Background: an optimization exercise with open tools, aiming at small area, a short achievable clock period and few clock cycles per item. Do not read the settings as production practice. No functional check of the RTL was part of any run shown here.

===== design/flow/constraint.sdc =====
create_clock -name core_clock -period 11.0 [get_ports {clk}]
set_input_delay 2.2000 -clock core_clock [delete_from_list [all_inputs] [get_ports {clk}]]
set_output_delay 2.2000 -clock core_clock [all_outputs]
set_load 0.01 [all_outputs]

===== design/flow/flow/run.sh =====
#!/bin/bash
# The standard layout (standard.sh, unchanged synthesis), with repair_timing
# aiming below the clock period and smaller port buffers.
set -euo pipefail
bash standard.sh SETUP_SLACK_MARGIN=7.4 'BUFFER_PORTS_ARGS=-buffer_cell sky130_fd_sc_hd__buf_1' finish > standard_flow.log 2>&1

===== design/flow/design.v =====
module register_param #(
    parameter BIT_LENGTH = 2048
) (
    input clk, rst,
    input load,
    input [BIT_LENGTH - 1 : 0] parIn,
    output reg [BIT_LENGTH - 1 : 0] parOut
);
    always@(posedge clk, posedge rst) begin
        if (rst == 1)
            parOut <= 0;
        else begin
            if (load == 1)
                parOut <= parIn;
        end
    end
endmodule
module adder #(
    parameter BIT_LENGTH = 32
) (
    input signed [BIT_LENGTH - 1 : 0] in1, in2,
    input mode,  
    output signed [BIT_LENGTH - 1 : 0] out
);
    assign out = (mode == 1) ? (in1 + in2) : (in1 - in2);
endmodule
module upCounterRE #(
    parameter BIT_LENGTH = 16
) (
    input clk, rst,
    input init_cnt, en_cnt,
    output reg [BIT_LENGTH - 1 : 0] count
);
    always @(posedge clk, posedge rst) begin
        if (rst == 1)
            count <= 0;
        else begin
            if (init_cnt == 1)
                count <= 0;
            else if (en_cnt == 1)
                count <= count + 1;
        end
    end
endmodule
module cordic_linear_DP #(
    parameter FLOAT_SIZE = 24,
    parameter INT_SIZE = 8
) (
    input clk, rst,
    input signed [INT_SIZE + FLOAT_SIZE - 1:0] x, y, z,
    input mode,
    input loadX, loadY, loadZ,loadMode,
    input sel_input, adder_mode,
    input init_cnt, en_cnt,
    output signed [INT_SIZE + FLOAT_SIZE - 1:0] x_out, y_out, z_out,
    output co, phi
);
    wire signed [INT_SIZE + FLOAT_SIZE - 1:0] y_in, z_in;
    wire signed [INT_SIZE + FLOAT_SIZE - 1:0] out_adder_y, out_adder_z;
    assign y_in = (sel_input == 1) ? y : out_adder_y; 
    assign z_in = (sel_input == 1) ? z : out_adder_z; 
    register_param #(.BIT_LENGTH(INT_SIZE + FLOAT_SIZE)) X_Reg(
        .clk(clk),
        .rst(rst),
        .load(loadX),
        .parIn(x),
        .parOut(x_out)
    );
    register_param #(.BIT_LENGTH(INT_SIZE + FLOAT_SIZE)) Y_Reg(
        .clk(clk),
        .rst(rst),
        .load(loadY),
        .parIn(y_in),
        .parOut(y_out)
    );
    register_param #(.BIT_LENGTH(INT_SIZE + FLOAT_SIZE)) Z_Reg(
        .clk(clk),
        .rst(rst),
        .load(loadZ),
        .parIn(z_in),
        .parOut(z_out)
    );
    wire mode_val;
    register_param #(.BIT_LENGTH(1)) M_Reg(
        .clk(clk),
        .rst(rst),
        .load(loadMode),
        .parIn(mode),
        .parOut(mode_val)
    );
    wire [$clog2(FLOAT_SIZE) : 0] iter;
    upCounterRE #(.BIT_LENGTH($clog2(FLOAT_SIZE) + 1)) Iter_Count(
        .clk(clk),
        .rst(rst),
        .init_cnt(init_cnt),
        .en_cnt(en_cnt),
        .count(iter)
    );
    assign co = (iter == (FLOAT_SIZE)) ? 1'b1 : 1'b0;
    wire signed [INT_SIZE + FLOAT_SIZE - 1:0] x_shift, one, one_shift;
    assign x_shift = x >>> iter;
    assign one = { {(INT_SIZE-1){1'b0}}, 1'b1, {(FLOAT_SIZE){1'b0}} }; 
    assign one_shift = one >>> iter;
    adder #(.BIT_LENGTH(INT_SIZE + FLOAT_SIZE)) Y_Adder(
        .in1(y_out),
        .in2(x_shift),
        .mode(adder_mode),
        .out(out_adder_y)
    );
    adder #(.BIT_LENGTH(INT_SIZE + FLOAT_SIZE)) Z_Adder(
        .in1(z_out),
        .in2(one_shift),
        .mode(~adder_mode),
        .out(out_adder_z)
    );
    wire phi_rotate, phi_vector; 
    assign phi_rotate = (z_out[INT_SIZE + FLOAT_SIZE - 1] == 1) ? 1'b0 : 1'b1;
    assign phi_vector = (y_out[INT_SIZE + FLOAT_SIZE - 1] == 1) ? 1'b1 : 1'b0;
    assign phi = (mode_val == 1) ? phi_vector : phi_rotate;
endmodule
module cordic_linear_CU (
    input clk, rst,
    input start,
    input co, phi,
    output reg loadX, loadY, loadZ,loadMode,
    output reg sel_input, adder_mode,
    output reg init_cnt, en_cnt,
    output reg done
);
    parameter [1:0] IDLE = 0, INIT = 1, CALC = 2, DONE = 3;
    reg [1:0] ps, ns;
    always @(ps, start, co) begin
        case (ps)
            IDLE: ns = (start == 1) ? INIT : IDLE;
            INIT: ns = (start == 1 ) ? INIT : CALC;
            CALC: ns = (co == 1) ? DONE : CALC;
            DONE: ns = IDLE;
            default: ns = IDLE;
        endcase
    end
    always @(ps, phi) begin
        loadX = 0;
        loadY = 0;
        loadZ = 0;
        loadMode = 0;
        sel_input = 0;
        adder_mode = 0;
        init_cnt = 0;
        en_cnt = 0;
        done = 0;
        case (ps)
            IDLE: ;
            INIT: begin
                init_cnt = 1;
                loadX = 1;
                loadY = 1;
                loadZ = 1;
                loadMode = 1;
                sel_input = 1;
            end
            CALC: begin
                adder_mode = phi;
                en_cnt = 1;
                sel_input = 0;
                loadY = 1;
                loadZ = 1;
            end 
            DONE: done = 1;
            default: ;
        endcase
    end
    always @(posedge clk or posedge rst) begin
        if (rst == 1)
            ps <= IDLE;
        else 
            ps <= ns;
    end
endmodule
module cordic_linear #(
    parameter FLOAT_SIZE = 24,
    parameter INT_SIZE = 8
) (
    input clk, rst,
    input start,
    input signed [INT_SIZE + FLOAT_SIZE - 1:0] x, y, z,
    input mode,
    output signed [INT_SIZE + FLOAT_SIZE - 1:0] x_out, y_out, z_out,
    output done
);
    wire loadX, loadY, loadZ, loadMode;
    wire sel_input, adder_mode;
    wire init_cnt, en_cnt;
    wire co, phi;
    cordic_linear_DP #(.FLOAT_SIZE(FLOAT_SIZE), .INT_SIZE(INT_SIZE)) DP (
        .clk(clk),
        .rst(rst),
        .x(x),
        .y(y),
        .z(z),
        .mode(mode),
        .loadX(loadX),
        .loadY(loadY),
        .loadZ(loadZ),
        .loadMode(loadMode),
        .sel_input(sel_input),
        .adder_mode(adder_mode),
        .init_cnt(init_cnt),
        .en_cnt(en_cnt),
        .x_out(x_out),
        .y_out(y_out),
        .z_out(z_out),
        .co(co),
        .phi(phi)
    );
    cordic_linear_CU CU (
        .clk(clk),
        .rst(rst),
        .start(start),
        .co(co),
        .phi(phi),
        .loadX(loadX),
        .loadY(loadY),
        .loadZ(loadZ),
        .loadMode(loadMode),
        .sel_input(sel_input),
        .adder_mode(adder_mode),
        .init_cnt(init_cnt),
        .en_cnt(en_cnt),
        .done(done)
    );
endmodule
module reciprocal_float_DP (
    input clk, rst,
    input [31:0] x,
    input loadE, loadM, loadS,
    input selE, start_cordic,
    output [31:0] out,
    output done_cordic, zero_flag
);
    wire [7:0] E_val, E_in;
    wire [7:0] out_sub, E_reg_in;
    assign E_in = x[30:23];
    register_param #(.BIT_LENGTH(8)) E_Reg(
        .clk(clk),
        .rst(rst),
        .load(loadE),
        .parIn(E_reg_in),
        .parOut(E_val)
    );
    wire [22:0] M_val, M_in;
    assign M_in = x[22:0];
    register_param #(.BIT_LENGTH(23)) M_Reg(
        .clk(clk),
        .rst(rst),
        .load(loadM),
        .parIn(M_in),
        .parOut(M_val)
    );
    wire S_val, S_in;
    assign S_in = x[31];
    register_param #(.BIT_LENGTH(1)) S_Reg(
        .clk(clk),
        .rst(rst),
        .load(loadS),
        .parIn(S_in),
        .parOut(S_val)
    );
    assign E_reg_in = (selE == 1) ? E_in : out_sub;
    wire frac_zero;
    assign frac_zero = ~(|M_val);
    wire cin;
    assign cin = (frac_zero == 1) ? 1'b1 : 1'b0;
    assign out_sub = $unsigned(8'd253) - $unsigned(E_val) + cin;
    localparam FLOAT_SIZE = 24;
    localparam INT_SIZE = 2;
    wire signed [INT_SIZE + FLOAT_SIZE - 1:0] x_in, z, y;
    assign y = { {(INT_SIZE-1){1'b0}}, 1'b1, {(FLOAT_SIZE){1'b0}} };  
    assign z = {(INT_SIZE + FLOAT_SIZE){1'b0}};  
    assign x_in = { 2'b01, M_val, 1'b0};
    wire mode;
    assign mode = 1'b1;  
    wire signed [INT_SIZE + FLOAT_SIZE - 1:0] x_out, y_out, z_out;
    cordic_linear #(.FLOAT_SIZE(FLOAT_SIZE), .INT_SIZE(INT_SIZE)) Cordic_core(
        .clk(clk),
        .rst(rst),
        .start(start_cordic),
        .x(x_in),
        .y(y),
        .z(z),
        .mode(mode),
        .x_out(x_out),
        .y_out(y_out),
        .z_out(z_out),
        .done(done_cordic)
    );
    assign out = {S_val, E_val, z_out[22:0] };
    wire exp_zero;
    assign exp_zero = ~(|E_val);
    assign zero_flag = exp_zero && frac_zero;
endmodule
module reciprocal_float_CU (
    input clk, rst,
    input start,
    input done_cordic, zero_input,
    output reg loadE, loadM, loadS,
    output reg selE, start_cordic,
    output reg done, zero_flag
);
    parameter [2:0] IDLE = 0, INIT = 1, EXP = 2, CALC = 3, ZERO = 4;
    reg [2:0] ps, ns;
    always @(ps, start, zero_input, done_cordic) begin
        case (ps)
            IDLE: ns = (start == 1) ? INIT : IDLE;
            INIT: ns = (start == 1) ? INIT : EXP;
            EXP: ns = (zero_input == 1) ? ZERO : CALC;
            CALC: ns = (done_cordic == 1) ? IDLE : CALC;
            ZERO: ns = IDLE; 
            default: ns = IDLE;
        endcase
    end
    always @(ps, done_cordic, zero_input) begin
        loadE = 0;
        loadM = 0;
        loadS = 0;
        selE = 0;
        start_cordic = 0;
        done = 0;
        zero_flag = 0;
        case (ps)
            IDLE: ;
            INIT: begin
                selE = 1;
                loadE = 1;
                loadM = 1;
                loadS = 1;
            end 
            EXP: begin
                loadE = 1;
                start_cordic = ~zero_input;  
            end
            CALC: done = done_cordic;
            ZERO: begin
                done = 1;
                zero_flag = 1;
            end
            default: ;
        endcase
    end
    always @(posedge clk or posedge rst) begin
        if (rst == 1)
            ps <= IDLE;
        else 
            ps <= ns;
    end
endmodule
module reciprocal_float(
    input clk, rst,
    input start,
    input [31:0] x,
    output [31:0] out,
    output done, zero_flag
);
    localparam NC = 22;          
    localparam W = 29;           
    reg busy, done_r;
    reg [4:0] cnt;
    reg [21:0] xm_r;             
    reg [W-1:0] r;
    reg s_r, zf_r, mz_r, p24_r;
    reg [7:0] e_r;
    wire [21:0] clr;
    genvar k;
    generate
        for (k = 0; k < 22; k = k + 1) begin : dec
            assign clr[k] = (cnt == k);
        end
    endgenerate
    wire [W-1:0] xm0 = {{(W-25){1'b0}}, 1'b1, xm_r, 2'b00};
    wire p0 = ~r[W-1];
    wire [W-1:0] t0;
    wire [W:0] tt0 = {r, 1'b1} + {xm0 ^ {W{p0}}, p0};
    assign t0 = tt0[W:1];
    wire [W-1:0] rn = {t0[W-2:0], p0};
    wire [23:0] y2;
    wire mz;
    recip_y2 Y2 (.m(x[22:0]), .y2(y2), .mz(mz));
    always @(posedge clk or posedge rst) begin
        if (rst) begin
            busy <= 1'b0;
            done_r <= 1'b0;
        end else begin
            done_r <= busy && (cnt == NC - 1);
            if (!busy)
                busy <= start;
            else if (cnt == NC - 1)
                busy <= 1'b0;
        end
    end
    always @(posedge clk) begin
        cnt <= busy ? cnt + 5'd1 : 5'd0;
        r <= busy ? rn : {{(W-26){y2[23]}}, y2, 2'b00};
        xm_r <= busy ? xm_r & ~clr : x[22:1];
        p24_r <= ~t0[W-1];
        s_r <= x[31];
        mz_r <= mz;
        zf_r <= ~(|x[30:0]);
        e_r <= ~x[30:23] - 8'd2 + {7'd0, mz_r};
    end
    assign done = done_r;
    assign zero_flag = zf_r;
    assign out = {s_r, e_r, r[20:0], p24_r, 1'b1};
endmodule
module recip_y2 (
    input [22:0] m,
    output [23:0] y2,
    output mz
);
    wire [22:0] orp [0:5];
    assign orp[0] = m;
    genvar l, q;
    generate
        for (l = 0; l < 5; l = l + 1) begin : pre
            for (q = 0; q < 23; q = q + 1) begin : b
                if ((q >> l) & 1)
                    assign orp[l+1][q] = orp[l][q] | orp[l][((q >> l) << l) - 1];
                else
                    assign orp[l+1][q] = orp[l][q];
            end
        end
    endgenerate
    assign y2 = {~orp[5][22], m[22:1] ^ orp[5][21:0], m[0]};
    assign mz = ~orp[5][22];
endmodule

===== design/flow/standard.sh =====
#!/bin/bash
# synth_recipe.tcl (not shown) runs the flow's synth.tcl, then flattens the netlist and writes it again
# the make line also repeats each setting of config.mk as NAME=value (left out here)
make -C /OpenROAD-flow-scripts/flow DESIGN_CONFIG=/design/flow/config.mk WORK_HOME=/design/flow/orfs CLKGATE_MAP_FILE= SYNTH_SCRIPT=/design/flow/synth_recipe.tcl "${@:-finish}"

===== design/flow/config.mk =====
export PLATFORM = sky130hd
export DESIGN_NAME = reciprocal_float
export DESIGN_NICKNAME = reciprocal_float
export VERILOG_FILES = /design/flow/design.v
export SDC_FILE = /design/flow/constraint.sdc
export NUM_CORES = 4
export LEC_CHECK = 0
export CAP_MARGIN = 20
export CORE_MARGIN = 2
export CORE_UTILIZATION = 40
export SLEW_MARGIN = 20
export SYNTH_HIERARCHICAL = 1
export SYNTH_MINIMUM_KEEP_SIZE = 0

==> qor.csv, run 1 <==
metric,value,unit
vias,4173,
hpwlAfterDp,9.61,mm
h-tree-depth,3,
gp_congestion,0.882,
grt_util_all_layers,19.1,%
start_util,41.2,%
cts_sinks,70,
reg2reg_depth,10,
netlist_area,4970,um^2
ios,69,
drt_first_iter_violations,196,
ys_ff_latch,70,
grt_pass1_vias,3923,
end_kind,register,
multi_input_area,3180,um^2
synth_cells,578,
status,no timing/DRC/antenna violations,
synth-seq-area-share,28.4,%
place_area,5160,um^2
fmax,279,MHz
placementRows,40,
fin_nets,698,
synth-main-ff-cell,dfxtp_1,
yosys-top-cells-count,"dfxtp_1 (68), xnor2_1 (56), inv_1 (44), ha_1 (42), nand2_1 (35)",
crit_path_start_kind,primary input,
wl_per_cell,15.9,um
period_share,32.5,%
dieArea,13300,um^2
slew_headroom,48.7,%
numCtsBuffers,9,
synthDistinctLibCells,70,
path_clk_slew,60,ps
grt_pass1_wl,19.6,mm
clk_latency,340,ps
antenna_found_initial,0,
antenna_left,0,
place_inst,769,
post-route-min-period,3580,ps
synth_top_area_share,27.4,%
antenna_cells,0,
ctsLongestPathBuffers,2,
critPathKind,primary input to register,
clock-skew-final,7.98,ps
tritoncts,yes,
cp.arrival,3860,ps
finalNonFillerCells,793,
synth_area_per_cell,8.60,um^2
fp.dieW,115,um
hold_viol_final,0,
hold_slack,458,ps
core_area,12100,um^2
grt_max_degree,79,
cp_max_fo,4,
synth_warnings,8,
yosys.cell_count.top_type,dfxtp_1,
tns,0,ps
rsz0062_at_grt,true,
slew_viol_final,0,
fillers,1175,
viasPerCell,5.26,
hold_path.class,register to register,
clock-root-buffer,clkbuf_16,
remaining_drc_errors,0,
detail_route.first_pass.iterations,4,
setup_violations,0,
synthTopCellsByArea,"dfxtp_1 (27%), ha_1 (11%), xnor2_1 (9.9%), mux2_2 (4.3%), buf_4 (4.1%)",
ys_async_sr_fraction,2.86,%
io_buffer_count,67,
seq_area,1410,um^2
die_h,115,um
grt-ovfl-total,0,
drive_above_1_share,13.9,%
yosys.area.top_type,dfxtp_1,
synth_nets,655,
max-cap-violations,0,
area_growth,13.0,%
whs_path_depth,1,
synth_edf_count,0,
fin_area,5610,um^2
drt_wl_total,12.6,mm
cp_data_required_time,11280,ps
worst_pin_slew,770,ps
-- layout make-up --
type                            instances  area share (%)
Clock buffer                           10            4.08
Clock inverter                          5           0.936
Inverter                               44            2.94
Multi-Input combinational cell        418            56.7
Sequential cell                        70            25.2
Tap cell                              168            3.74
Timing Repair Buffer                   78            6.46
-- per-module statistics from Yosys (local to each module, per instance) --
| module | copies in the design | flip-flops and latches | cells inside |
|---|---|---|---|
| recip_y2 | 1 | 0 | 55 |
| reciprocal_float | 1 | 70 | 523 |
-- critical path: stages --
cell and delay [ps]:
buf_8 100, or4_4 540, or2_4 270, nor4_4 190, nor3b_4 250, nand2_2 120, nand2_1 100, or3b_1 100
-- cell usage in the layout (no fill, tap or decap), drive strengths merged, types with 2 or more instances in the layout --
master and instances:
mux2 19, o22ai 2, nand2 35, a21oi 39, o211ai 17, nor2 30, o311ai 6, a31oi 5
or3 2, and4 3, nand2b 4, o21a 5, nor4 14, mux2i 2, clkinv 3, o21ai 39
nor3b 5, nor3 8, dfxtp 68, inv 44, ha 42, a21o 4, a21boi 2, or2 3
and3 4, dfrtp 2, a211oi 4, nor2b 6, xor2 14, nand4 12, xnor2 56, nand3 18
buf 73, clkbuf 15, o21bai 3
-- per-layer routing --
layer / wire length [um] / GRT usage (%) / vias to the layer above
met5: 0 / 0 / -
met4: 323 / 9.24 / 0
met3: 475 / 3.24 / 19
met2: 5740 / 29.6 / 82
met1: 6060 / 25.8 / 1965
li1: - / - / 2107
-- registers in the layout, indices dropped and copies added, names as in the netlist --
name    cells
busy        1
cnt         5
done_r      1
e_r         8
mz_r        1
p24_r       1
r          29
s_r         1
xm_r       22
zf_r        1
-- final timing paths --
kind                                from               end  slack, ps
hold / removal              mz_r$_DFF_P_    e_r[0]$_DFF_P_        460
setup reg to reg           r[28]$_DFF_P_     r[27]$_DFF_P_       7830
min in group asynchronous            rst  done_r$_DFF_PP0_       1670
hold reg to reg             mz_r$_DFF_P_    e_r[0]$_DFF_P_        460
setup / recovery                   x[13]     r[27]$_DFF_P_       7420
max in group asynchronous            rst    busy$_DFF_PP0_       9210
-- timing repair --
action | in CTS | in global routing
pin swaps | 6 | 5
gates resized for setup | 17 | 10
buffers inserted | 4 | 5
setup endpoints to repair | 12 | 9
cloned | 0 | 0
hold buffers | 0 | 0
-- through the flow --
| stage | util [%] | setup slack (ps) |
|---|---|---|
| 2_1_floorplan | - | 7220 |
| 3_3_place_gp | 42.8 | 6830 |
| 3_5_place_dp | 42.8 | 6750 |
| 4_1_cts | 46.0 | 7330 |
| 5_1_grt | 46.5 | 7320 |
| 6_report | 46.5 | 7420 |
-- logic make-up (layout without fill, tap and decap cells) --
| logic type | after synthesis | in the layout | share of synthesized area [%] |
|---|---|---|---|
| xor+xnor | 70 | 70 | 12.3 |
| simple gates | 148 | 148 | 16.1 |
| fa+ha+maj | 42 | 42 | 10.6 |
| buf+inv | 90 | 137 | 9.04 |
| other cells | 1 | 1 | 0.0755 |
| flops | 70 | 70 | 28.4 |
| compound gates | 136 | 136 | 18.7 |
| mux | 21 | 21 | 4.71 |
==> run 2: changes to the inputs <==
--- a/design/flow/design.v
+++ b/design/flow/design.v
@@ -24,6 +24,32 @@
 );
     assign out = (mode == 1) ? (in1 + in2) : (in1 - in2);
 endmodule
+module pfx_add #(parameter W = 30) (
+    input [W-1:0] a, b,
+    input cin,
+    output [W-1:0] s
+);
+    localparam L = $clog2(W + 1);
+    wire [W:0] g [0:L];
+    wire [W:0] p [0:L];
+    assign g[0] = {a & b, cin};
+    assign p[0] = {a ^ b, 1'b0};
+    genvar l, i;
+    generate
+        for (l = 0; l < L; l = l + 1) begin : lv
+            for (i = 0; i <= W; i = i + 1) begin : b
+                if ((i >> l) & 1) begin
+                    assign g[l+1][i] = g[l][i] | (p[l][i] & g[l][((i >> l) << l) - 1]);
+                    assign p[l+1][i] = p[l][i] & p[l][((i >> l) << l) - 1];
+                end else begin
+                    assign g[l+1][i] = g[l][i];
+                    assign p[l+1][i] = p[l][i];
+                end
+            end
+        end
+    endgenerate
+    assign s = p[0][W:1] ^ g[L][W-1:0];
+endmodule
 module upCounterRE #(
     parameter BIT_LENGTH = 16
 ) (
@@ -378,8 +404,7 @@
     wire [W-1:0] xm0 = {{(W-25){1'b0}}, 1'b1, xm_r, 2'b00};
     wire p0 = ~r[W-1];
     wire [W-1:0] t0;
-    wire [W:0] tt0 = {r, 1'b1} + {xm0 ^ {W{p0}}, p0};
-    assign t0 = tt0[W:1];
+    pfx_add #(.W(W)) ad0 (.a(r), .b(xm0 ^ {W{p0}}), .cin(p0), .s(t0));
     wire [W-1:0] rn = {t0[W-2:0], p0};
     wire [23:0] y2;
     wire mz;
==> run 2 against run 1 <==
  * First-iteration DRC count shrank 31%
  * Count of clock-buffer cells in the layout down 1
  * Area after synthesis fell by 3.9%
  * Wire length fell by 14%
  * Global-route usage fell by 1.4 points
  * Hold slack gained 24 ps
  * Register-to-register slack got worse by 120 ps
  * Via count down 11%
  * Clock skew shrank 2.6 ps
==> qor.csv, run 2 <==
metric,value,unit
worst_pin_slew,629,ps
io_buffer_count,67,
setup_violations,0,
fin_area,5370,um^2
antenna_cells,0,
cp_max_fo,4,
hpwlAfterDp,8.30,mm
h-tree-depth,3,
grt_pass1_wl,18.0,mm
synth_mux_area_share,5.84,%
rsz0062_at_grt,true,
synth-seq-area-share,29.5,%
clk_latency,340,ps
crit_path_start_kind,primary input,
status,no timing/DRC/antenna violations,
drive_above_1_share,14.7,%
end_kind,register,
drt_wl_total,10.8,mm
postCtsHoldBufs,0,
synth-main-ff-cell,dfxtp_1,
synth_cells,520,
hp-start,mz_r$_DFF_P_,
placementRows,39,
r2r_slack,7710,ps
core_area,11500,um^2
r2r_start,r[28]$_DFF_P_,
remaining_drc_errors,0,
viasPerCell,5.21,
hold_viol_final,0,
cts_sinks,70,
largestRegisters,"r (29), xm_r (22), e_r (8)",
synth_simple_gate_area_share,16.5,%
antenna_found_initial,0,
clock-root-buffer,clkbuf_16,
area_growth,12.3,%
reg2reg_depth,11,
path_clk_slew,60,ps
dieArea,12800,um^2
grt-ovfl-total,0,
start_util,41.5,%
numCtsBuffers,9,
place_area,4910,um^2
synth_compound_area_share,12.8,%
yosys.area.top_type,dfxtp_1,
layout_common_cells,"dfxtp_1 (67), buf_1 (64), inv_1 (54)",
fp.dieW,113,um
drt_first_iter_violations,136,
antenna_left,0,
slew_viol_final,0,
vias,3717,
largest_reg_flops,29,
grt_pass1_vias,3753,
ys_ff_latch,70,
rr_endpoint,r[22]$_DFF_P_,
synth_edf_count,0,
critPathKind,primary input to register,
gp_congestion,0.880,
synthAdderAreaFrac,12.6,%
wl_per_cell,15.2,um
synth_area_per_cell,9.19,um^2
synth_xor_area_share,11.7,%
synth_top_family_by_area,simple AND/OR/NAND/NOR gates,
grt_util_all_layers,17.7,%
detail_route.first_pass.iterations,4,
cp.arrival,3880,ps
yosys-top-cells-count,"dfxtp_1 (68), inv_1 (54), xnor2_1 (49), ha_1 (40), buf_4 (29)",
largest_register,r,
period_share,32.8,%
yosys.cell_count.top_type,dfxtp_1,
synth_top_area_share,28.5,%
max-cap-violations,0,
netlist_area,4780,um^2
final_common_cell,dfxtp_1,
tns,0,ps
grt_max_degree,63,
ios,69,
whs_path_depth,1,
synth_warnings,9,
cp_data_required_time,11280,ps
synthTopCellsByArea,"dfxtp_1 (28%), ha_1 (10%), xnor2_1 (9.0%), mux2_2 (5.4%), buf_4 (4.6%)",
hold_path_end,e_r[0]$_DFF_P_,
fin_nets,645,
slew_headroom,58.0,%
synthDistinctLibCells,61,
clock-skew-final,5.42,ps
tritoncts,yes,
synth_nets,600,
hold_path.class,register to register,
die_h,113,um
ys_async_sr_fraction,2.86,%
ctsLongestPathBuffers,2,
fmax,277,MHz
post-route-min-period,3600,ps
-- run 2: cell count changes in the layout (fill, tap and decap cells not counted), moves of 6 or more --
cell      change
o21ai_0      -12
o311ai_1      +6
xnor2_1       -7
nand2_1       -7
nand2b_4      +6
nand3_1      -11
inv_1        +12
nand4_1       -8
nor2_1       -11
a21oi_1      -20
-- run 2: Yosys stat by module, one instance, submodules excluded, excerpt --
module / copies in the design / cell area, um^2
recip_y2: 1 / 429
reciprocal_float: 1 / 3040
-- run 2: cells by family after synthesis --
group                      Yosys count
AOI/OAI and AO/OA                   90
xor gates and xnor gates            64
adders and majority gates           45
buffers and inverters               97
DFF                                 70
muxes                               25
other                                1
and+or+nand+nor                    128
-- run 2: what timing repair did --
action | CTS | global route
setup buffers | 1 | 6
resized for setup | 8 | 13
pin swaps | 1 | 4
endpoints found under the setup margin | 12 | 11
gates cloned | 0 | 0
-- run 2: worst max-delay path by stage --
stage	from	end	slack (ps)	cells past startpoint
4_1_cts	x[14]	r[28]$_DFF_P_	7390	7
6_report	x[12]	r[28]$_DFF_P_	7400	7
3_5_place_dp	x[8]	r[25]$_DFF_P_	6840	7
5_1_grt	x[0]	r[20]$_DFF_P_	7350	8
2_1_floorplan	x[14]	r[25]$_DFF_P_	7310	7
3_3_place_gp	x[8]	r[27]$_DFF_P_	6800	7
-- run 2: routing by layer --
layer	vias to the layer above	global-route usage [%]	routed length [um]
met5	-	0	0
li1	1872	-	-
met2	85	28.9	5080
met4	0	9.59	404
met3	29	3.86	450
met1	1731	21.8	4890
-- run 2: final cells by class --
cell class	instances	area, um^2
repair buffers	76	344
clock buffers	9	225
flip-flops and latches	70	1410
inverters	55	206
multi-input cells	353	2900
well taps	143	179
fillers	1123	6150
clock inverters	7	98.8
-- run 2: per-stage QoR --
step	utilization [%]	instances	setup slack (ps)	hold slack [ps]
after floorplan	-	520	7310	420
after detailed placement	42.7	690	6840	478
after CTS	45.9	707	7390	488
final	46.6	713	7400	482
after global placement	42.7	690	6800	473
after global routing	46.6	713	7350	488
-- run 2: critical path: stages --
cell and delay, ps:
buf_12 100, or4_4 560, or2_4 280, nor4_4 280, nor3b_4 300, nand2b_4 90, nand2_1 70
==> run 3: changes to the inputs <==
--- a/design/flow/design.v
+++ b/design/flow/design.v
@@ -386,26 +386,37 @@
     output [31:0] out,
     output done, zero_flag
 );
-    localparam NC = 22;          
+    localparam NC = 11;          
     localparam W = 29;           
     reg busy, done_r;
-    reg [4:0] cnt;
+    reg [3:0] cnt;
     reg [21:0] xm_r;             
     reg [W-1:0] r;
     reg s_r, zf_r, mz_r, p24_r;
     reg [7:0] e_r;
-    wire [21:0] clr;
+    wire [21:0] clr_a, clr_b;    
     genvar k;
     generate
         for (k = 0; k < 22; k = k + 1) begin : dec
-            assign clr[k] = (cnt == k);
+            if (k % 2 == 0) begin
+                assign clr_a[k] = (cnt == k / 2);
+                assign clr_b[k] = 1'b0;
+            end else begin
+                assign clr_a[k] = 1'b0;
+                assign clr_b[k] = (cnt == k / 2);
+            end
         end
     endgenerate
     wire [W-1:0] xm0 = {{(W-25){1'b0}}, 1'b1, xm_r, 2'b00};
+    wire [W-1:0] xm1 = {{(W-25){1'b0}}, 1'b1, xm_r & ~clr_a, 2'b00};
     wire p0 = ~r[W-1];
     wire [W-1:0] t0;
     pfx_add #(.W(W)) ad0 (.a(r), .b(xm0 ^ {W{p0}}), .cin(p0), .s(t0));
-    wire [W-1:0] rn = {t0[W-2:0], p0};
+    wire [W-1:0] r1 = {t0[W-2:0], p0};
+    wire p1 = ~r1[W-1];
+    wire [W-1:0] t1;
+    pfx_add #(.W(W)) ad1 (.a(r1), .b(xm1 ^ {W{p1}}), .cin(p1), .s(t1));
+    wire [W-1:0] r2 = {t1[W-2:0], p1};
     wire [23:0] y2;
     wire mz;
     recip_y2 Y2 (.m(x[22:0]), .y2(y2), .mz(mz));
@@ -422,12 +433,12 @@
         end
     end
     always @(posedge clk) begin
-        cnt <= busy ? cnt + 5'd1 : 5'd0;
-        r <= busy ? rn : {{(W-26){y2[23]}}, y2, 2'b00};
-        xm_r <= busy ? xm_r & ~clr : x[22:1];
-        p24_r <= ~t0[W-1];
-        s_r <= x[31];
+        cnt <= busy ? cnt + 4'd1 : 4'd0;
+        r <= busy ? r2 : {{(W-26){y2[23]}}, y2, 2'b00};
+        xm_r <= busy ? xm_r & ~clr_a & ~clr_b : x[22:1];
+        p24_r <= ~t1[W-1];
         mz_r <= mz;
+        s_r <= x[31];
         zf_r <= ~(|x[30:0]);
         e_r <= ~x[30:23] - 8'd2 + {7'd0, mz_r};
     end
==> design/flow/flow/run.sh (replaced) <==
#!/bin/bash
# The standard layout (standard.sh, unchanged synthesis), with repair_timing
# aiming below the clock period and smaller port buffers.
set -euo pipefail
bash standard.sh SETUP_SLACK_MARGIN=6.5 'BUFFER_PORTS_ARGS=-buffer_cell sky130_fd_sc_hd__buf_1' finish > standard_flow.log 2>&1
==> run 3 against run 2 <==
  * Clock skew increased by 9.7 ps
  * Critical path depth grew 19
  * Global-route usage grew 3.6 points
  * Highest routed layer unchanged
  * Hold slack worse by 17 ps
  * Critical endpoint is now r[22]$_DFF_P_
  * Via count up 44%
  * First-iteration DRC count rose by 130%
==> qor.csv, run 3 <==
metric,value,unit
io_buffer_count,67,
remaining_drc_errors,0,
grt_pass1_wl,27.1,mm
reg2reg_depth,26,
wl_met1,7.75,mm
grt_util_all_layers,21.3,%
drt_first_iter_violations,316,
wl_met2,8.78,mm
slew_headroom,54.8,%
hold_path_end,e_r[0]$_DFF_P_,
path_clk_slew,70,ps
netlist_area,6190,um^2
dieArea,16500,um^2
hold_path.class,register to register,
tns,0,ps
critPathMaxStageDelay,540,ps
largest_register,r,
viasPerCell,5.35,
tritoncts,yes,
cts_sinks,69,
cp_data_required_time,11310,ps
hp-start,mz_r$_DFF_P_,
largestRegisters,"r (29), xm_r (22), e_r (8)",
core_area,15100,um^2
setup_violations,0,
crit_path_start_kind,register,
drt_wl_total,18.1,mm
grt_pass1_vias,5229,
hpwlAfterDp,12.1,mm
grt_max_degree,42,
ios,69,
wl_met3,949,um
vias,5349,
path_delay_family,compound AO/OA/AOI/OAI gates,
ctsLongestPathBuffers,2,
detail_route.first_pass.iterations,4,
h-tree-depth,3,
max-cap-violations,0,
largest_reg_flops,29,
wl_per_cell,18.1,um
post-route-min-period,5130,ps
clock-skew-final,15.2,ps
critPathBufInv,7,
top_layer,met4,
clock-root-buffer,clkbuf_16,
end_kind,register,
r2r_start,r[28]$_DFF_P_,
hold_viol_final,0,
final_common_cell,xnor2_1,
fmax,195,MHz
grt-ovfl-total,0,
drive_above_1_share,28.4,%
slew_viol_final,0,
gp_congestion,0.888,
rr_endpoint,r[22]$_DFF_P_,
fin_nets,917,
antenna_found_initial,0,
start_util,40.8,%
fp.dieW,128,um
r2r_slack,5870,ps
numCtsBuffers,9,
area_growth,29.7,%
die_h,128,um
antenna_cells,0,
cp_max_fo,5,
synth_warnings,9,
worst_pin_slew,678,ps
period_share,46.7,%
crit_top_cell,buf_6,
synth_cells,691,
cp.arrival,5440,ps
status,no timing/DRC/antenna violations,
placementRows,45,
critPathKind,register to register,
synth_nets,801,
synth_area_per_cell,8.95,um^2
crit_slowest_cell,or4b_4,
whs_path_depth,1,
antenna_left,0,
hold_slack,466,ps
rsz0062_at_grt,true,
clk_latency,360,ps
layout_common_cells,"xnor2_1 (68), buf_1 (67), dfxtp_1 (65)",
run 3: cell type report:
| cell class | count | area [um^2] |
|---|---|---|
| Clock inverter | 6 | 47.5 |
| Timing Repair Buffer | 149 | 1060 |
| Sequential cell | 69 | 1400 |
| Tap cell | 188 | 235 |
| Multi-Input combinational cell | 515 | 4780 |
| Inverter | 63 | 270 |
| Fill cell | 1329 | 7120 |
| Clock buffer | 10 | 229 |
run 3: stage by stage:
step           utilization, %  setup WS [ps]  instance area (um^2)  std cells
3_3_place_gp             42.8           5310                  6480        903
3_5_place_dp             42.8           4990                  6480        903
5_1_grt                  53.0           5710                  8030       1000
2_1_floorplan               -           6420                  6340        691
6_report                 53.0           5870                  8030       1000
4_1_cts                  49.4           6030                  7480        972
run 3: worst max-delay path by stage:
stage	from	endpoint	slack, ps	cells past startpoint
4_1_cts	r[28]$_DFF_P_	r[22]$_DFF_P_	6030	23
5_1_grt	r[28]$_DFF_P_	r[13]$_DFF_P_	5710	29
3_5_place_dp	r[28]$_DFF_P_	r[22]$_DFF_P_	4990	21
2_1_floorplan	r[28]$_DFF_P_	r[22]$_DFF_P_	6420	23
6_report	r[28]$_DFF_P_	r[22]$_DFF_P_	5870	26
3_3_place_gp	r[28]$_DFF_P_	r[22]$_DFF_P_	5310	21
run 3: what timing repair did:
| item | in CTS | in global routing |
|---|---|---|
| pin swaps | 42 | 65 |
| cloned | 4 | 0 |
| resized for setup | 45 | 62 |
| setup endpoints to repair | 29 | 26 |
| setup buffers | 49 | 28 |
| hold buffers | 0 | 0 |
run 3: per-layer routing:
layer  up-vias  GRT usage [%]
met2       143           35.1
met3        37           5.11
li1       2619              -
met1      2550           26.3
met4         0           9.57
met5         -              0
==> run 4: changes to the inputs <==
--- a/design/flow/design.v
+++ b/design/flow/design.v
@@ -24,32 +24,6 @@
 );
     assign out = (mode == 1) ? (in1 + in2) : (in1 - in2);
 endmodule
-module pfx_add #(parameter W = 30) (
-    input [W-1:0] a, b,
-    input cin,
-    output [W-1:0] s
-);
-    localparam L = $clog2(W + 1);
-    wire [W:0] g [0:L];
-    wire [W:0] p [0:L];
-    assign g[0] = {a & b, cin};
-    assign p[0] = {a ^ b, 1'b0};
-    genvar l, i;
-    generate
-        for (l = 0; l < L; l = l + 1) begin : lv
-            for (i = 0; i <= W; i = i + 1) begin : b
-                if ((i >> l) & 1) begin
-                    assign g[l+1][i] = g[l][i] | (p[l][i] & g[l][((i >> l) << l) - 1]);
-                    assign p[l+1][i] = p[l][i] & p[l][((i >> l) << l) - 1];
-                end else begin
-                    assign g[l+1][i] = g[l][i];
-                    assign p[l+1][i] = p[l][i];
-                end
-            end
-        end
-    endgenerate
-    assign s = p[0][W:1] ^ g[L][W-1:0];
-endmodule
 module upCounterRE #(
     parameter BIT_LENGTH = 16
 ) (
@@ -411,11 +385,13 @@
     wire [W-1:0] xm1 = {{(W-25){1'b0}}, 1'b1, xm_r & ~clr_a, 2'b00};
     wire p0 = ~r[W-1];
     wire [W-1:0] t0;
-    pfx_add #(.W(W)) ad0 (.a(r), .b(xm0 ^ {W{p0}}), .cin(p0), .s(t0));
+    wire [W:0] tt0 = {r, 1'b1} + {xm0 ^ {W{p0}}, p0};
+    assign t0 = tt0[W:1];
     wire [W-1:0] r1 = {t0[W-2:0], p0};
     wire p1 = ~r1[W-1];
     wire [W-1:0] t1;
-    pfx_add #(.W(W)) ad1 (.a(r1), .b(xm1 ^ {W{p1}}), .cin(p1), .s(t1));
+    wire [W:0] tt1 = {r1, 1'b1} + {xm1 ^ {W{p1}}, p1};
+    assign t1 = tt1[W:1];
     wire [W-1:0] r2 = {t1[W-2:0], p1};
     wire [23:0] y2;
     wire mz;
==> run 4 against run 3 <==
  * Still clean on timing, DRC and antenna
  * Sequential share of layout area is essentially flat
  * Wire length grew 2.1%
  * Non-clock buffer count grew 2
  * Die area shrank 0.72%
  * Synthesized cell count grew 6.8%
  * Final area shrank 0.30%
  * Utilization is essentially flat
  * First-iteration DRC count grew 52%
  * Critical endpoint is now r[26]$_DFF_P_
==> qor.csv, run 4 <==
metric,value,unit
dieArea,16400,um^2
numCtsBuffers,9,
synth_nets,838,
max-cap-violations,0,
hpwlAfterDp,12.7,mm
synth_cells,738,
synth_warnings,8,
seq_area,1400,um^2
final_common_cell,xnor2_1,
vias,5820,
clock-root-buffer,clkbuf_16,
synth-seq-area-share,22.7,%
grt_busiest_layer,met2,
ys_ff_latch,69,
die_h,128,um
grt_max_degree,60,
largest_reg_flops,29,
placementRows,45,
ios,69,
post-route-min-period,5120,ps
layout_common_cells,"xnor2_1 (75), buf_1 (67), dfxtp_1 (66), buf_4 (66), nand2_1 (64)",
viasPerCell,5.54,
detail_route.first_pass.iterations,5,
tritoncts,yes,
multi_input_area,4880,um^2
finalCoreUtilization,53.0,%
period_share,46.5,%
met3_usage,5.43,%
place_area,6560,um^2
fillers,1409,
largestRegisters,"r (29), xm_r (22), e_r (8)",
cp.arrival,5410,ps
ctsLongestPathBuffers,2,
remaining_drc_errors,0,
status,no timing/DRC/antenna violations,
fin_area,8000,um^2
crit_path_start_kind,register,
grt_pass1_vias,5444,
cp_data_required_time,11290,ps
antenna_cells,0,
drt_first_iter_violations,481,
path_clk_slew,60,ps
synth_top_area_share,21.8,%
setup_violations,0,
antenna_found_initial,0,
finalNonFillerCells,1051,
antenna_left,0,
start_util,40.7,%
ys_async_sr_fraction,2.90,%
fin_nets,958,
whs_path_depth,1,
clk_latency,360,ps
grt_util_all_layers,22.3,%
largest_register,r,
fin_ws,5880,ps
place_ws,4380,ps
met2_usage,36.5,%
slew_viol_final,0,
drt_wl_total,18.4,mm
slew_headroom,29.8,%
synth-main-ff-cell,dfxtp_1,
gp_congestion,0.905,
worst_pin_slew,1040,ps
netlist_area,6140,um^2
end_kind,register,
cp_max_fo,7,
yosys.cell_count.top_type,xnor2_1,
wl_per_cell,17.6,um
io_buffer_count,67,
use_met1,28.8,%
rsz0062_at_grt,true,
core_area,15100,um^2
synthTopCellsByArea,"dfxtp_1 (22%), ha_1 (13%), xnor2_1 (12%), xor2_1 (4.7%), nand2_1 (4.1%)",
area_growth,30.3,%
fp.dieW,128,um
synth_area_per_cell,8.32,um^2
reg2reg_depth,22,
hold_slack,459,ps
drive_above_1_share,24.4,%
synthDistinctLibCells,73,
synth_edf_count,0,
grt_pass1_wl,28.4,mm
yosys.area.top_type,dfxtp_1,
fmax,195,MHz
critPathKind,register to register,
tns,0,ps
hold_viol_final,0,
h-tree-depth,3,
postCtsHoldBufs,0,
cts_sinks,69,
place_inst,953,
clock-skew-final,11.3,ps
grt-ovfl-total,0,
hold_path.class,register to register,
yosys-top-cells-count,"xnor2_1 (83), dfxtp_1 (67), nand2_1 (67), ha_1 (65), o21ai_0 (43)",
run 4: cell count changes in the layout (fill, tap and decap cells not counted), sizes merged, moves of 6 or more:
cell,change
inv,-20
a21oi,+9
o21ai,+18
a21o,+14
nand2,+31
fa,-10
nor3,-7
xor2,+9
nor2,+15
mux2,-14
a21boi,-10
nand3b,-6
run 4: per-module statistics from Yosys (local to each module, per instance):
module            times used  cells
recip_y2                   1     55
reciprocal_float           1    683
run 4: worst max-delay path: stages (launching register included):
cell	delay [ps]
dfxtp_4	380
buf_12	160
xnor2_2	130
ha_1	370
nand2_2	100
a2111oi_4	330
nor2_2	90
or2_4	280
a2111oi_4	400
a311oi_4	90
buf_6	200
buf_12	140
xor2_1	140
ha_1	340
buf_4	130
and4_4	200
and3_4	190
nand2_2	60
o31a_4	330
o211ai_4	290
a31oi_4	170
or4_1	420
nand4_1	110
run 4: what timing repair did:
item                                    CTS  global route
endpoints found under the setup margin   27            23
gates cloned                              1             0
resized for setup                        30            55
buffers inserted                         45            35
endpoints found under the hold margin     0             0
pin swaps                                38            54
run 4: per-layer routing:
metal | vias up | share of wire, %
li1 | 2845 | -
met1 | 2765 | 45
met2 | 174 | 47
met3 | 36 | 5.9
met4 | 0 | 2.2
met5 | - | 0
run 4: final timing paths:
kind | from | end | slack, ps
worst max-delay path | r[28]$_DFF_P_ | r[26]$_DFF_P_ | 5880
worst min-delay path | mz_r$_DFF_P_ | e_r[0]$_DFF_P_ | 460
worst max register to register | r[28]$_DFF_P_ | r[26]$_DFF_P_ | 5880
worst min register to register | mz_r$_DFF_P_ | e_r[0]$_DFF_P_ | 460
max in group asynchronous | rst | busy$_DFF_PP0_ | 9220
min in group asynchronous | rst | done_r$_DFF_PP0_ | 1660
run 4: logic make-up (layout without fill, tap and decap cells):
family / after synthesis / after routing / synth area share [%]
compound gates: 175 / 175 / 20.0
xor+xnor: 116 / 116 / 16.5
fa+ha+maj: 66 / 66 / 13.4
buf+inv: 85 / 210 / 6.91
flops: 69 / 69 / 22.7
mux: 18 / 18 / 3.28
other cells: 1 / 1 / 0.0611
simple gates: 208 / 208 / 17.2
run 4: layout make-up:
type / count / share of cell area (%)
multi-input cells: 584 / 60.9
flip-flops and latches: 69 / 17.5
repair buffers: 151 / 12.8
clock buffers: 10 / 2.99
well taps: 188 / 2.94
inverters: 43 / 2.02
clock inverters: 6 / 0.891
==> run 5: changes to the inputs <==
--- a/design/flow/design.v
+++ b/design/flow/design.v
@@ -393,9 +393,20 @@
     wire [W:0] tt1 = {r1, 1'b1} + {xm1 ^ {W{p1}}, p1};
     assign t1 = tt1[W:1];
     wire [W-1:0] r2 = {t1[W-2:0], p1};
-    wire [23:0] y2;
-    wire mz;
-    recip_y2 Y2 (.m(x[22:0]), .y2(y2), .mz(mz));
+    wire [22:0] orp [0:5];
+    assign orp[0] = x[22:0];
+    genvar l, q;
+    generate
+        for (l = 0; l < 5; l = l + 1) begin : pre
+            for (q = 0; q < 23; q = q + 1) begin : b
+                if ((q >> l) & 1)
+                    assign orp[l+1][q] = orp[l][q] | orp[l][((q >> l) << l) - 1];
+                else
+                    assign orp[l+1][q] = orp[l][q];
+            end
+        end
+    endgenerate
+    wire [23:0] y2 = {~orp[5][22], x[22:1] ^ orp[5][21:0], x[0]};
     always @(posedge clk or posedge rst) begin
         if (rst) begin
             busy <= 1'b0;
@@ -413,7 +424,7 @@
         r <= busy ? r2 : {{(W-26){y2[23]}}, y2, 2'b00};
         xm_r <= busy ? xm_r & ~clr_a & ~clr_b : x[22:1];
         p24_r <= ~t1[W-1];
-        mz_r <= mz;
+        mz_r <= ~orp[5][22];
         s_r <= x[31];
         zf_r <= ~(|x[30:0]);
         e_r <= ~x[30:23] - 8'd2 + {7'd0, mz_r};
@@ -422,24 +433,3 @@
     assign zero_flag = zf_r;
     assign out = {s_r, e_r, r[20:0], p24_r, 1'b1};
 endmodule
-module recip_y2 (
-    input [22:0] m,
-    output [23:0] y2,
-    output mz
-);
-    wire [22:0] orp [0:5];
-    assign orp[0] = m;
-    genvar l, q;
-    generate
-        for (l = 0; l < 5; l = l + 1) begin : pre
-            for (q = 0; q < 23; q = q + 1) begin : b
-                if ((q >> l) & 1)
-                    assign orp[l+1][q] = orp[l][q] | orp[l][((q >> l) << l) - 1];
-                else
-                    assign orp[l+1][q] = orp[l][q];
-            end
-        end
-    endgenerate
-    assign y2 = {~orp[5][22], m[22:1] ^ orp[5][21:0], m[0]};
-    assign mz = ~orp[5][22];
-endmodule
--- a/design/flow/config.mk
+++ b/design/flow/config.mk
@@ -9,5 +9,3 @@
 export CORE_MARGIN = 2
 export CORE_UTILIZATION = 40
 export SLEW_MARGIN = 20
-export SYNTH_HIERARCHICAL = 1
-export SYNTH_MINIMUM_KEEP_SIZE = 0
==> run 5 against run 4 <==
  * Register-to-register slack improved by 300 ps
  * First-iteration DRC count decreased by 45%
  * Clock skew decreased by 1.0 ps
  * Final cell count decreased by 2.2%
  * Wire length decreased by 14%
  * Sequential share of layout area increased by 1.4 points
  * Non-clock buffer count decreased by 17
  * Final area decreased by 7.3%
  * Critical path depth increased by 1
==> qor.csv, run 5 <==
metric,value,unit
status,no timing/DRC/antenna violations,
synth_cells,739,
fin_nets,939,
clock-root-buffer,clkbuf_16,
clock-skew-final,10.2,ps
max-cap-violations,0,
hpwlAfterDp,11.1,mm
yosys-top-cells-count,"xnor2_1 (85), a21oi_1 (70), dfxtp_1 (67), ha_1 (65), nor2_1 (57)",
synthDistinctLibCells,64,
antenna_found_initial,0,
ys_async_sr_fraction,2.90,%
gp_congestion,0.867,
tns,0,ps
cts_sinks,69,
critPathMaxStageDelay,440,ps
path_clk_slew,60,ps
path_delay_family,compound AO/OA/AOI/OAI gates,
netlist_area,5870,um^2
slew_viol_final,0,
detail_route.first_pass.iterations,5,
crit_top_cell,a21o_1,
dieArea,15700,um^2
largest_reg_flops,29,
drt_first_iter_violations,263,
ios,69,
synth_edf_count,0,
final_common_cell,xnor2_1,
crit_path_start_kind,register,
remaining_drc_errors,0,
place_ws,5000,ps
ctsLongestPathBuffers,2,
ys_ff_latch,69,
layout_common_cells,"xnor2_1 (76), dfxtp_1 (66), buf_1 (66)",
drive_above_1_share,19.5,%
cp_data_required_time,11250,ps
crit_chain,buf_12 > buf_6 > xnor2_1 > ha_1 > nand3_1 > nor4_2 > a21oi_2 > o211a_1 > o22a_4 > buf_6 > xnor2_4 > ha_4 > a21o_1 > a21o_1 > a21o_1 > a21o_1 > a21oi_2 > o21ai_2 > a211oi_4 > o31ai_4 > a311o_1 > xor2_1 > a21o_1,
worst_pin_slew,811,ps
antenna_cells,0,
start_util,40.7,%
place_inst,946,
clk_latency,350,ps
crit_slowest_cell,ha_1,
fmax,208,MHz
viasPerCell,5.10,
grt_pass1_wl,24.9,mm
finalCoreUtilization,51.4,%
h-tree-depth,3,
slew_headroom,46.0,%
placementRows,44,
fillers,1434,
largest_register,r,
synth_nets,839,
die_h,125,um
end_kind,register,
core_area,14400,um^2
cp.arrival,5060,ps
yosys.area.top_type,dfxtp_1,
largestRegisters,"r (29), xm_r (22), e_r (8)",
synthTopCellsByArea,"dfxtp_1 (23%), ha_1 (14%), xnor2_1 (13%), a21oi_1 (6.0%), a21o_1 (4.0%)",
grt_util_all_layers,19.6,%
synth_warnings,1,
drt_wl_total,15.8,mm
critPathKind,register to register,
synth-seq-area-share,23.7,%
antenna_left,0,
finalNonFillerCells,1028,
hold_viol_final,0,
synth_top_area_share,22.8,%
yosys.cell_count.top_type,xnor2_1,
grt_pass1_vias,5143,
grt_max_degree,52,
fp.dieW,125,um
numCtsBuffers,9,
tritoncts,yes,
hold_path.class,register to register,
synth-main-ff-cell,dfxtp_1,
cp_max_fo,8,
postCtsHoldBufs,0,
io_buffer_count,67,
period_share,43.8,%
grt-ovfl-total,0,
post-route-min-period,4820,ps
synth_area_per_cell,7.95,um^2
fin_ws,6180,ps
rsz0062_at_grt,true,
critPathBufInv,3,
setup_violations,0,
area_growth,26.3,%
vias,5247,
wl_per_cell,15.4,um
run 5: changes by cell type in the layout (fill, tap and decap cells not counted), moves of 6 or more:
| cell | delta |
|---|---|
| nand2_1 | -13 |
| nand3_1 | +12 |
| xor2_1 | -11 |
| buf_6 | -7 |
| a21oi_1 | +24 |
| nand2b_1 | -6 |
| nor4_1 | -10 |
| mux2_2 | -12 |
| a21oi_2 | +7 |
| nor2_1 | +16 |
| o31ai_1 | +6 |
run 5: final cells by class:
cell class                 count  area (um^2)  area share [%]
inverter                      46          185            2.50
clock buffer                  10          229            3.09
clock inverter                 6         95.1            1.28
tap                          184          230            3.10
multi-input combinational    579         4460            60.1
sequential                    69         1400            18.8
timing repair buffer         134          825            11.1
run 5: kinds of logic (layout without fill, tap and decap cells):
| group | after synthesis | count (layout) | share of synthesized area [%] |
|---|---|---|---|
| adders and majority gates | 65 | 65 | 13.8 |
| and+or+nand+nor | 211 | 211 | 17.4 |
| other | 1 | 1 | 0.0638 |
| muxes | 6 | 6 | 1.13 |
| buffers and inverters | 91 | 196 | 7.65 |
| xor gates and xnor gates | 107 | 107 | 16.0 |
| DFF | 69 | 69 | 23.7 |
| AOI/OAI and AO/OA | 189 | 189 | 20.3 |
run 5: timing repair:
item	CTS	global route
setup endpoints to repair	29	19
setup buffers	48	17
gates resized for setup	49	33
gates cloned	0	1
pin swaps	29	30
run 5: final timing paths:
| kind | end | slack, ps | start | depth (start not counted) |
|---|---|---|---|---|
| worst max-delay path | r[28]$_DFF_P_ | 6180 | r[28]$_DFF_P_ | 23 |
| worst min-delay path | e_r[0]$_DFF_P_ | 450 | mz_r$_DFF_P_ | 1 |
| worst max register to register | r[28]$_DFF_P_ | 6180 | r[28]$_DFF_P_ | 23 |
| worst min register to register | e_r[0]$_DFF_P_ | 450 | mz_r$_DFF_P_ | 1 |
| max in group asynchronous | busy$_DFF_PP0_ | 9220 | rst | 2 |
| min in group asynchronous | done_r$_DFF_PP0_ | 1660 | rst | 2 |
run 5: metrics by stage:
stage,hold WS [ps],instance area [um^2]
after detailed placement,431,6160
after floorplan,420,6000
after CTS,451,7100
after global placement,441,6160
after global routing,473,7420
final,446,7420
run 5: worst reg2reg max path: cells and delay by family (launching register included):
| family | cells | cell delay [ps] |
|---|---|---|
| AO/OA/AOI/OAI | 13 | 2290 |
| adder cells (fa/ha/maj) | 2 | 680 |
| XOR/XNOR | 3 | 470 |
| buffers and inverters | 3 | 460 |
| AND/OR/NAND/NOR | 2 | 430 |
| flip-flops | 1 | 390 |
run 5: layer usage:
metal | GRT usage [%] | part of all wire [%] | vias to the layer above
li1 | - | - | 2755
met1 | 25.0 | 47 | 2402
met2 | 33.9 | 48 | 73
met3 | 3.51 | 3.2 | 17
met4 | 5.69 | 1.3 | 0
met5 | 0 | 0 | -
==> run 6: changes to the inputs <==
==> design/flow/flow/run.sh (replaced) <==
#!/bin/bash
# The standard layout (standard.sh, unchanged synthesis), with repair_timing
# aiming below the clock period and smaller port buffers.
set -euo pipefail
bash standard.sh SETUP_SLACK_MARGIN=7.0 'BUFFER_PORTS_ARGS=-buffer_cell sky130_fd_sc_hd__buf_1' finish > standard_flow.log 2>&1
==> run 6 against run 5 <==
  * Highest routed layer unchanged
  * Register-to-register slack lost 50 ps
  * Via count is 2.6% higher
  * Hold slack better by 12 ps
  * Synthesized cell count did not move
  * Non-clock buffer count up 1
==> qor.csv, run 6 <==
metric,value,unit
end_kind,register,
core_area,14400,um^2
place_area,6200,um^2
drive_above_1_share,20.2,%
cp_data_required_time,11250,ps
crit_path_start_kind,register,
setup_violations,0,
layout_common_cells,"xnor2_1 (80), dfxtp_1 (66), buf_1 (65)",
grt_pass1_vias,5147,
ctsLongestPathBuffers,2,
cts_sinks,69,
fp.dieW,125,um
synth_xor_area_share,16.0,%
hpwlAfterDp,11.5,mm
drt_wl_total,16.2,mm
critPathKind,register to register,
synth_edf_count,0,
status,no timing/DRC/antenna violations,
hold_viol_final,0,
h-tree-depth,3,
die_h,125,um
area_growth,26.5,%
synthTopCellsByArea,"dfxtp_1 (23%), ha_1 (14%), xnor2_1 (13%), a21oi_1 (6.0%), a21o_1 (4.0%)",
cp.arrival,5110,ps
yosys-top-cells-count,"xnor2_1 (85), a21oi_1 (70), dfxtp_1 (67), ha_1 (65), nor2_1 (57)",
rsz0062_at_grt,true,
synth-main-ff-cell,dfxtp_1,
slew_viol_final,0,
antenna_left,0,
worst_pin_slew,894,ps
synthAdderAreaFrac,13.8,%
hold_slack,458,ps
remaining_drc_errors,0,
tns,0,ps
synth_top_family_by_area,compound AO/OA/AOI/OAI gates,
largest_reg_flops,29,
largestRegisters,"r (29), xm_r (22), e_r (8)",
io_buffer_count,67,
yosys.cell_count.top_type,xnor2_1,
ios,69,
netlist_area,5870,um^2
placementRows,44,
vias,5384,
grt_util_all_layers,20.1,%
ys_ff_latch,69,
grt_max_degree,57,
hold_path.class,register to register,
fin_area,7430,um^2
antenna_found_initial,0,
period_share,44.2,%
tritoncts,yes,
clock-root-buffer,clkbuf_16,
drt_first_iter_violations,305,
detail_route.first_pass.iterations,5,
slew_headroom,40.4,%
largest_register,r,
synth_area_per_cell,7.95,um^2
path_clk_slew,70,ps
ys_async_sr_fraction,2.90,%
reg2reg_depth,23,
cp_max_fo,6,
synth_simple_gate_area_share,17.4,%
post-route-min-period,4860,ps
synth_top_area_share,22.8,%
numCtsBuffers,9,
synth_warnings,1,
synth_mux_area_share,1.13,%
grt-ovfl-total,0,
gp_congestion,0.902,
fmax,206,MHz
synth-seq-area-share,23.7,%
start_util,40.7,%
synth_compound_area_share,20.3,%
synth_nets,839,
clock-skew-final,10.9,ps
viasPerCell,5.23,
yosys.area.top_type,dfxtp_1,
clk_latency,350,ps
synthDistinctLibCells,64,
max-cap-violations,0,
wl_per_cell,15.7,um
synth_cells,739,
whs_path_depth,1,
dieArea,15700,um^2
grt_pass1_wl,25.3,mm
antenna_cells,0,
fin_nets,940,
final_common_cell,xnor2_1,
## run 6: cell counts after synthesis
No cell type changed its count.
## run 6: worst max-delay path, cell delays in order (launching register included)
cell	delay, ps
dfxtp_4	390
buf_12	150
xnor2_2	120
ha_1	360
nand2_2	80
or3_4	420
a2111oi_4	350
a21oi_2	60
o211a_1	120
o22a_4	230
buf_12	160
xnor2_4	180
ha_4	250
a21o_1	160
a21o_1	150
a21o_1	150
a21o_1	160
a21oi_2	140
o21ai_2	80
a211oi_4	280
o31ai_4	120
a311o_1	310
xor2_1	170
a21o_1	160
## run 6: per-stage QoR
| stage | instances | utilization [%] | worst slack (ps) |
|---|---|---|---|
| floorplan | 739 | - | 6090 |
| CTS | 1007 | 49.0 | 6180 |
| finish | 1029 | 51.5 | 6140 |
| detailed placement | 946 | 43.0 | 5010 |
| global route | 1029 | 51.5 | 5970 |
| global placement | 946 | 43.0 | 5080 |
## run 6: kinds of logic (layout without fill, tap and decap cells)
logic type,after synthesis,in the layout
AO/OA/AOI/OAI,189,189
XOR/XNOR,107,107
multiplexers,6,6
buffers and inverters,91,197
other,1,1
AND/OR/NAND/NOR,211,211
flip-flops,69,69
adder cells (fa/ha/maj),65,65
## run 6: metal layers
layer / GRT usage (%) / wire length (um) / vias up
met5: 0 / 0 / -
met1: 27.9 / 7960 / 2484
met4: 6.34 / 295 / 0
met3: 4.49 / 719 / 22
met2: 31.2 / 7230 / 133
li1: - / - / 2745
## run 6: worst paths after layout
kind / from / end / slack [ps]
min in group asynchronous: rst / busy$_DFF_PP0_ / 1660
worst max-delay path: r[28]$_DFF_P_ / r[28]$_DFF_P_ / 6140
worst min register to register: mz_r$_DFF_P_ / e_r[0]$_DFF_P_ / 460
max in group asynchronous: rst / busy$_DFF_PP0_ / 9230
worst min-delay path: mz_r$_DFF_P_ / e_r[0]$_DFF_P_ / 460
worst max register to register: r[28]$_DFF_P_ / r[28]$_DFF_P_ / 6140
## run 6: cell type report
cell class	count	area, um^2
Sequential cell	69	1400
Clock inverter	6	46.3
Timing Repair Buffer	135	847
Multi-Input combinational cell	579	4470
Tap cell	184	230
Fill cell	1381	6990
Inverter	46	206
Clock buffer	10	229
## run 6: what timing repair did
action / 4_1_cts / 5_1_grt
endpoints found under the setup margin: 29 / 27
cloned: 0 / 0
hold buffers: 0 / 0
pin swaps: 33 / 36
endpoints found under the hold margin: 0 / 0
resized for setup: 48 / 41
setup buffers: 45 / 22

==> what the ideal ports hide <==
No port has a modelled driver above. Below, the same layouts with a new extraction and two added sets of constraints.
Step 1 assumes that a clkbuf_16 drives the clock port and a buf_2 every other input.
Step 2 also shifts input and output timing later by t, the mid clock arrival at the registers, as if the neighbouring blocks saw the same clock.
a / b / c = ideal / step 1 / step 2; a / b = the first two.
run	shift t [ns]	setup slack, ns	worst slew at a driven data input, ns
run 1	0.372	7.420 / 7.412 / 7.040	0.06
run 2	0.374	7.396 / 7.386 / 7.012	0.06
run 3	0.390	5.867 / 5.867 / 5.867	0.04
run 4	0.391	5.884 / 5.884 / 5.884	0.03
run 5	0.387	6.184 / 6.184 / 6.109	0.05
run 6	0.392	6.138 / 6.138 / 6.007	0.07
After both steps setup and hold are still met in every run listed. For run 2, which loses most, drivers alone change the setup slack by -0.010 ns; drivers and shift together by -0.384 ns.
